What follows belongs to an exercise in optimizing a design on an open flow for small area and a short achievable clock period; a production flow would make more cautious choices.
Where RTL was checked, it was by simulation tests only, not by an equivalence proof against the original.

==> inputs of trial 48 <==
## alu
module alu(instr,clk,rst,alucon,result,zero,so1,so2);
input [31:0] instr;
input clk;
input rst;
output [3:0] alucon;
output zero;
output reg [31:0] so1;
output reg [31:0] so2;
output [31:0] result;
  reg [2:0] ac;
  assign alucon = {1'b0, ac};
  reg [31:0] s0, s1, s2, s3, s4, s5, s6, s7;
  reg [32*27-1:0] mem;   
  reg        pend;       
  reg [2:0]  pend_rd;    
  reg        pend_ld;    
  reg [4:0]  maddr;      
  reg        mok;        
  reg [26:0] lsel;       
  reg        st;         
  reg [31:0] sdr;        
  reg [31:0] row0;
  reg [31:0] row1;
  reg [31:0] row2;
  reg [31:0] row3;
  reg cin;
  wire ps1 = row0[0] ^ row1[0];
  wire pc2 = row0[0] & row1[0];
  wire ph5 = row0[1] ^ row1[1];
  wire ps3 = ph5 ^ row2[1];
  wire pc4 = ph5 ? row2[1] : row0[1];
  wire ph8 = row0[2] ^ row1[2];
  wire ps6 = ph8 ^ row2[2];
  wire pc7 = ph8 ? row2[2] : row0[2];
  wire ph11 = row0[3] ^ row1[3];
  wire ps9 = ph11 ^ row2[3];
  wire pc10 = ph11 ? row2[3] : row0[3];
  wire ph14 = row0[4] ^ row1[4];
  wire ps12 = ph14 ^ row2[4];
  wire pc13 = ph14 ? row2[4] : row0[4];
  wire ph17 = row0[5] ^ row1[5];
  wire ps15 = ph17 ^ row2[5];
  wire pc16 = ph17 ? row2[5] : row0[5];
  wire ph20 = row0[6] ^ row1[6];
  wire ps18 = ph20 ^ row2[6];
  wire pc19 = ph20 ? row2[6] : row0[6];
  wire ph23 = row0[7] ^ row1[7];
  wire ps21 = ph23 ^ row2[7];
  wire pc22 = ph23 ? row2[7] : row0[7];
  wire ph26 = row0[8] ^ row1[8];
  wire ps24 = ph26 ^ row2[8];
  wire pc25 = ph26 ? row2[8] : row0[8];
  wire ph29 = row0[9] ^ row1[9];
  wire ps27 = ph29 ^ row2[9];
  wire pc28 = ph29 ? row2[9] : row0[9];
  wire ph32 = row0[10] ^ row1[10];
  wire ps30 = ph32 ^ row2[10];
  wire pc31 = ph32 ? row2[10] : row0[10];
  wire ph35 = row0[11] ^ row1[11];
  wire ps33 = ph35 ^ row2[11];
  wire pc34 = ph35 ? row2[11] : row0[11];
  wire ph38 = row0[12] ^ row1[12];
  wire ps36 = ph38 ^ row2[12];
  wire pc37 = ph38 ? row2[12] : row0[12];
  ...
clock: 16.0 ns
lec_check: 0
abc_area: 1
cap_margin: 20
core_margin: 2
core_utilization: 55
cts_cluster_diameter: 80
cts_cluster_size: 20
place_density: 0.7
slew_margin: 20
standard.sh (not shown) runs the stock make flow with config.mk's settings and CLKGATE_MAP_FILE= SYNTH_SCRIPT=/design/flow/synth_recipe.tcl, a recipe that flattens the netlist after the stock synthesis.
==> flow/flow/run.sh <==
#!/bin/bash
# Layout flow: the standard ORFS flow (standard synthesis, floorplan,
# placement, CTS, routing) with a larger setup-slack target for the timing
# repair steps, so that the repair keeps improving paths that already meet
# the 16 ns clock. The clock, I/O delays and all constraints are the standard flow's.
# Synthesis is the standard script with ADDER_MAP_FILE empty, so that
# full and half adders are mapped as ordinary gates rather than as the
# (slower) fa/ha cells; registers are unaffected.
set -euo pipefail
MARGIN=9
TNS=10
sed -e "s/\"\${@:-finish}\"/SETUP_SLACK_MARGIN=$MARGIN TNS_END_PERCENT=$TNS ADDER_MAP_FILE= \"\${@:-finish}\"/" standard.sh > standard_margin.sh
grep -q "SETUP_SLACK_MARGIN=$MARGIN TNS_END_PERCENT=$TNS ADDER_MAP_FILE=" standard_margin.sh
bash standard_margin.sh > standard.log 2>&1
==> build 69: changes against trial 48 <==
CORE_UTILIZATION = 65   (was 55)
PLACE_DENSITY = 0.8   (was 0.7)
==> trial 40: changes against trial 48 <==
==> flow/flow/run.sh (replaced) <==
#!/bin/bash
# Layout flow: the standard ORFS flow (standard synthesis, floorplan,
# placement, CTS, routing) with these changes:
# - a larger setup-slack target for the timing repair steps, so that the
#   repair keeps improving paths that already meet the 16 ns clock (the
#   clock, I/O delays and all constraints are the standard flow's);
# - synthesis is the standard script with ADDER_MAP_FILE empty, so that
#   full and half adders are mapped as ordinary gates rather than as the
#   (slower) fa/ha cells; registers are unaffected;
# - every input and output port is still buffered, with buf_4 cells instead
#   of the default choice (a clkdlybuf4s50 delay cell on the outputs).
set -euo pipefail
MARGIN=9
TNS=10
sed -e "s/\"\${@:-finish}\"/SETUP_SLACK_MARGIN=$MARGIN TNS_END_PERCENT=$TNS ADDER_MAP_FILE= 'BUFFER_PORTS_ARGS=-buffer_cell sky130_fd_sc_hd__buf_4' \"\${@:-finish}\"/" standard.sh > standard_margin.sh
grep -q "SETUP_SLACK_MARGIN=$MARGIN TNS_END_PERCENT=$TNS ADDER_MAP_FILE= 'BUFFER_PORTS_ARGS=-buffer_cell sky130_fd_sc_hd__buf_4'" standard_margin.sh
bash standard_margin.sh > standard.log 2>&1
==> reports/results.txt <==
outcome - timing/DRC/antenna clean
Syn-to-layout area delta - 15.3%
bufs w/o clock - 498
First-pass DRT Iterations - 10
Final Non-Filler Cells - 9619
DR WL/cell - 29.6 um
Buffers & Inverters on Critical Path - 9
routing usage on met1 - 0.524
GRT Total Usage - 0.415
via count - 61926
clock-cell share of area - 0.0330
CP Class - input port to register
Worst setup endpoint - row0[24]
final design utilization - 0.637
critical-path maximum fanout - 11
multi-input logic area - 30000 um2
layout cells sized above 1 - 0.176
Met1 Wirelength - 98100 um
the above is filed under trial 40

==> reports/results.txt <==
outcome - timing/DRC/antenna clean
multi-input logic area - 29900 um2
Synth Area in Compound Gates - 0.116
DR WL/cell - 30.5 um
First-pass DRT Iterations - 15
Buffers & Inverters on Critical Path - 6
Met1 Wirelength - 90600 um
final design utilization - 0.755
routing usage on met1 - 0.589
via count - 64560
CP Class - input port to register
bufs w/o clock - 520
Syn-to-layout area delta - 15.1%
layout cells sized above 1 - 0.160
largest family of logic cells by synthesized area - simple AND/OR/NAND/NOR gates
fraction of area in multi-input gates - 0.370
GRT Total Usage - 0.491
Worst setup endpoint - row1[22]
Final Non-Filler Cells - 9382
the above is filed under build 69

==> reports/results.txt <==
final design utilization - 0.642
Met1 Wirelength - 99900 um
bufs w/o clock - 516
GRT Total Usage - 0.422
layout cells sized above 1 - 0.165
Crit-path slowest cell - clkdlybuf4s50_1
routing usage on met1 - 0.530
CP Class - register to primary output
Buffers & Inverters on Critical Path - 2
critical-path maximum fanout - 3
outcome - timing/DRC/antenna clean
multi-input logic area - 30000 um2
Worst setup endpoint - result[30]
via count - 62466
clock-cell share of area - 0.0342
Syn-to-layout area delta - 16.2%
the above is filed under trial 48


* * *

==> run R <==
Another version of the RTL of alu (not shown whole).
==> flow/config.mk <==
export PLATFORM = sky130hd
export DESIGN_NAME = alu
export DESIGN_NICKNAME = alu
export VERILOG_FILES = /design/flow/design.v
export SDC_FILE = /design/flow/constraint.sdc
export NUM_CORES = 4
export LEC_CHECK = 0
export ABC_AREA = 1
export CAP_MARGIN = 20
export CORE_MARGIN = 2
export CORE_UTILIZATION = 55
export CTS_CLUSTER_DIAMETER = 80
export CTS_CLUSTER_SIZE = 20
export PLACE_DENSITY = 0.7
export SLEW_MARGIN = 20
==> flow/constraint.sdc <==
create_clock -name core_clock -period 16.0 [get_ports {clk}]
set_input_delay 3.2000 -clock core_clock [delete_from_list [all_inputs] [get_ports {clk}]]
set_output_delay 3.2000 -clock core_clock [all_outputs]
set_load 0.01 [all_outputs]
==> flow/flow/run.sh <==
#!/bin/bash
# Layout flow: the standard ORFS flow (standard synthesis, floorplan,
# placement, CTS, routing) with a larger setup-slack target for the timing
# repair steps, so that the repair keeps improving paths that already meet
# the 16 ns clock. The clock, I/O delays and all constraints are the standard flow's.
# Synthesis is the standard script with ADDER_MAP_FILE empty, so that
# full and half adders are mapped as ordinary gates rather than as the
# (slower) fa/ha cells; registers are unaffected.
set -euo pipefail
MARGIN=9
TNS=10
sed -e "s/\"\${@:-finish}\"/SETUP_SLACK_MARGIN=$MARGIN TNS_END_PERCENT=$TNS ADDER_MAP_FILE= \"\${@:-finish}\"/" standard.sh > standard_margin.sh
grep -q "SETUP_SLACK_MARGIN=$MARGIN TNS_END_PERCENT=$TNS ADDER_MAP_FILE=" standard_margin.sh
bash standard_margin.sh > standard.log 2>&1
==> inputs of run A, as changes to run R <==
==> flow/flow/run.sh (replaced) <==
#!/bin/bash
# Layout flow: the standard ORFS flow (standard synthesis, floorplan,
# placement, CTS, routing) with a larger setup-slack target for the timing
# repair steps, so that the repair keeps improving paths that already meet
# the 16 ns clock. The clock, I/O delays and all constraints are the standard flow's.
set -euo pipefail
MARGIN=9
TNS=10
sed -e "s/\"\${@:-finish}\"/SETUP_SLACK_MARGIN=$MARGIN TNS_END_PERCENT=$TNS \"\${@:-finish}\"/" standard.sh > standard_margin.sh
grep -q "SETUP_SLACK_MARGIN=$MARGIN TNS_END_PERCENT" standard_margin.sh
bash standard_margin.sh > standard.log 2>&1
==> inputs of run E, as changes to run R <==
--- a/flow/design.v
+++ b/flow/design.v
@@ -21,11 +21,10 @@
   reg [31:0] sdr;        
   reg [31:0] row0;
   reg [31:0] row1;
   reg [31:0] row2;
   reg [31:0] row3;
-  reg cin;
   wire ps1 = row0[0] ^ row1[0];
   wire pc2 = row0[0] & row1[0];
   wire ps3 = row0[1] ^ row1[1] ^ row2[1];
   wire pc4 = (row0[1] & row1[1]) | (row0[1] & row2[1]) | (row1[1] & row2[1]);
   wire ps5 = row0[2] ^ row1[2] ^ row2[2];
@@ -152,13 +151,17 @@
   wire pc126 = (row3[30] & ps61) | (row3[30] & pc60) | (ps61 & pc60);
   wire ps127 = row3[31] ^ ps63 ^ pc62;
   wire pc128 = (row3[31] & ps63) | (row3[31] & pc62) | (ps63 & pc62);
   wire [31:0] fa_ = {ps127, ps125, ps123, ps121, ps119, ps117, ps115, ps113, ps111, ps109, ps107, ps105, ps103, ps101, ps99, ps97, ps95, ps93, ps91, ps89, ps87, ps85, ps83, ps81, ps79, ps77, ps75, ps73, ps71, ps69, ps67, ps1};
   wire [31:0] fb_ = {pc126, pc124, pc122, pc120, pc118, pc116, pc114, pc112, pc110, pc108, pc106, pc104, pc102, pc100, pc98, pc96, pc94, pc92, pc90, pc88, pc86, pc84, pc82, pc80, pc78, pc76, pc74, pc72, pc70, pc68, pc66, ps65};
+  wire mul = ac[2];
+  wire sub = ~ac[2] & ac[1] & ac[0];
   wire arith = ac[2] | ac[1];
-  wire [31:0] sum = fa_ + fb_ + {31'b0, cin};
-  wire zsum = ~|(fa_ ^ fb_ ^ {fa_[30:0] | fb_[30:0], cin});
+  wire [31:0] aa = mul ? fa_ : so1;
+  wire [31:0] ab = mul ? fb_ : so2 ^ {32{sub}};
+  wire [31:0] sum = aa + ab + {31'b0, sub};
+  wire zsum = ~|(aa ^ ab ^ {aa[30:0] | ab[30:0], sub});
   wire [31:0] andv = so1 & so2;
   wire [31:0] orv = so1 | so2;
   assign result = arith ? sum : ac[0] ? orv : andv;
   assign zero = arith ? zsum : ac[0] ? ~|orv : ~|andv;
   reg [31:0] mrd;
@@ -668,12 +671,10 @@
   wire x488 = x486 ^ x487;
   wire [31:0] mrow0 = {x479, ms461, ms457, ms453, ms449, ms445, ms441, ms437, ms433, ms429, ms425, ms421, ms417, ms413, ms409, ms405, ms401, ms397, ms393, ms389, ms385, ms381, ms377, bn4, pp2[3], pp2[2], pp0[5], pp0[4], pp0[3], pp0[2], pp0[1], pp0[0]};
   wire [31:0] mrow1 = {x482, ms463, ms459, ms455, ms451, ms447, ms443, ms439, ms435, ms431, ms427, ms423, ms419, ms415, ms411, ms407, ms403, ms399, ms395, ms391, ms387, ms383, ms379, ms373, pp3[1], pp3[0], pp1[3], pp1[2], pp1[1], pp1[0], 1'b0, bn0};
   wire [31:0] mrow2 = {x485, mc458, mc454, mc450, mc446, mc442, mc438, mc434, mc430, mc426, mc422, mc418, mc414, mc410, mc406, mc402, mc398, mc394, mc390, mc386, mc382, mc378, mc374, ms375, ms371, bn3, pp2[1], pp2[0], 1'b0, bn1, 1'b0, 1'b0};
   wire [31:0] mrow3 = {x488, mc460, mc456, mc452, mc448, mc444, mc440, mc436, mc432, mc428, mc424, mc420, mc416, mc412, mc408, mc404, mc400, mc396, mc392, mc388, mc384, mc380, mc376, mc372, mc370, ms369, 1'b0, bn2, 1'b0, 1'b0, 1'b0, 1'b0};
-  wire mul_n = ac_n == 3'd4;
-  wire sub_n = ac_n == 3'd3;
   always @(posedge clk) begin
     if (rst) begin
       ac <= 3'd0; so1 <= 32'b0; so2 <= 32'b0;
       pend <= 1'b0; st <= 1'b0;
     end else begin
@@ -685,15 +686,14 @@
     pend_ld <= isLW;
     maddr <= ea_lo[4:0];
     mok <= ea_ok;
     lsel <= lsel_n;
     sdr <= r2;
-    row0 <= mul_n ? mrow0 : x;
-    row1 <= mul_n ? mrow1 : (sub_n ? ~y : y);
-    row2 <= mul_n ? mrow2 : 32'b0;
-    row3 <= mul_n ? mrow3 : 32'b0;
-    cin <= sub_n & ~mul_n;
+    row0 <= mrow0;
+    row1 <= mrow1;
+    row2 <= mrow2;
+    row3 <= mrow3;
   end
   wire [31:0] pv0 = pv & {32{~rst}};
   wire [7:0] swe;
   genvar w;
   generate
==> flow/flow/run.sh (replaced) <==
#!/bin/bash
# Layout flow: the standard ORFS flow (standard synthesis, floorplan,
# placement, CTS, routing) with a larger setup-slack target for the timing
# repair steps, so that the repair keeps improving paths that already meet
# the 16 ns clock. The clock, I/O delays and all constraints are the standard flow's.
set -euo pipefail
MARGIN=9
TNS=10
sed -e "s/\"\${@:-finish}\"/SETUP_SLACK_MARGIN=$MARGIN TNS_END_PERCENT=$TNS \"\${@:-finish}\"/" standard.sh > standard_margin.sh
grep -q "SETUP_SLACK_MARGIN=$MARGIN TNS_END_PERCENT" standard_margin.sh
bash standard_margin.sh > standard.log 2>&1
CTS_CLUSTER_DIAMETER = 100   (was 80)
CTS_CLUSTER_SIZE = 30   (was 20)
==> notes <==
- In run E the clock skew is lower than in run R, by 16 ps.
- Of run E and run A, run A has the higher flip-flop and latch count (gap 2).
- Wire length: run A < run E < run R.
- Synthesized cell count: run R is higher than run A (about 20%).
- Sequential share of layout area: run A > run E > run R.
==> figures <==
metric                                              run R       run A       run E
Post-CTS setup buffer count                           123         260         294
Reg-to-reg endpoint                              row0[31]    row2[31]    row2[31]
Std-Cell Core Area                              0.131 mm2   0.124 mm2   0.123 mm2
Outcome                          timing/DRC/antenna clean  timing/DRC/antenna clean  timing/DRC/antenna clean
Worst reg-to-reg path cell count                       36          34          33
Final Wtd Congestion                                 1.04        1.04        1.13
Data arrival time of the critical path            3870 ps     8020 ps     7980 ps
#MultiIn Comb                                        5707        4309        4160
Post-placement cell area                       0.0763 mm2  0.0721 mm2  0.0717 mm2
Compound-cell area share of the yosys netlist       10.2%       8.85%       8.88%
Met2 WL                                         129000 um   121000 um   123000 um
Function not checked in run E: the RTL went through the layout flow alone.

-- static timing again, ports no longer ideal --
The results above use ideal ports. As a check the final layouts listed here were re-extracted and re-timed, cells and wires unchanged. Step 1 sets driving cells, clkbuf_16 on the clock port and buf_2 on the other inputs (assumed; they add their load-dependent delay and slew). Step 2 adds t to the input delays and takes it off the output delays; t is the mean of the earliest and latest rising clock arrival at the registers after step 1. Input paths then give back, and output paths get back, about the clock's delay inside the block. Three values: ideal ports, drivers, drivers and shift; two values: the first two.
| run | shift t [ns] | setup WS [ns] | worst hold slack (ns) | worst setup path after step 2 | slew at the worst register clock pin (ns) |
|---|---|---|---|---|---|
| trial 48 | 0.809 | 8.863 / 8.785 / 8.151 | 0.614 / 0.614 / 0.614 | input to register | 0.09 / 0.09 |
| build 69 | 0.786 | 8.712 / 8.764 / 7.978 | 0.576 / 0.576 / 0.576 | input to register | 0.10 / 0.10 |
| trial 40 | 0.802 | 9.020 / 9.003 / 8.267 | 0.583 / 0.583 / 0.583 | input to register | 0.09 / 0.09 |
| run R | 0.836 | 8.933 / 8.846 / 8.266 | 0.668 / 0.668 / 0.668 | input to register | 0.10 / 0.10 |
| run A | 0.806 | 8.545 / 8.565 / 7.759 | 0.691 / 0.691 / 0.691 | input to register | 0.09 / 0.09 |
| run E | 0.807 | 8.678 / 8.616 / 7.908 | 0.605 / 0.605 / 0.605 | input to register | 0.12 / 0.12 |
After both steps every run listed still meets setup and hold. The setup slack of run A, which loses most, moves by +0.020 ns with the drivers and by -0.786 ns with both steps.
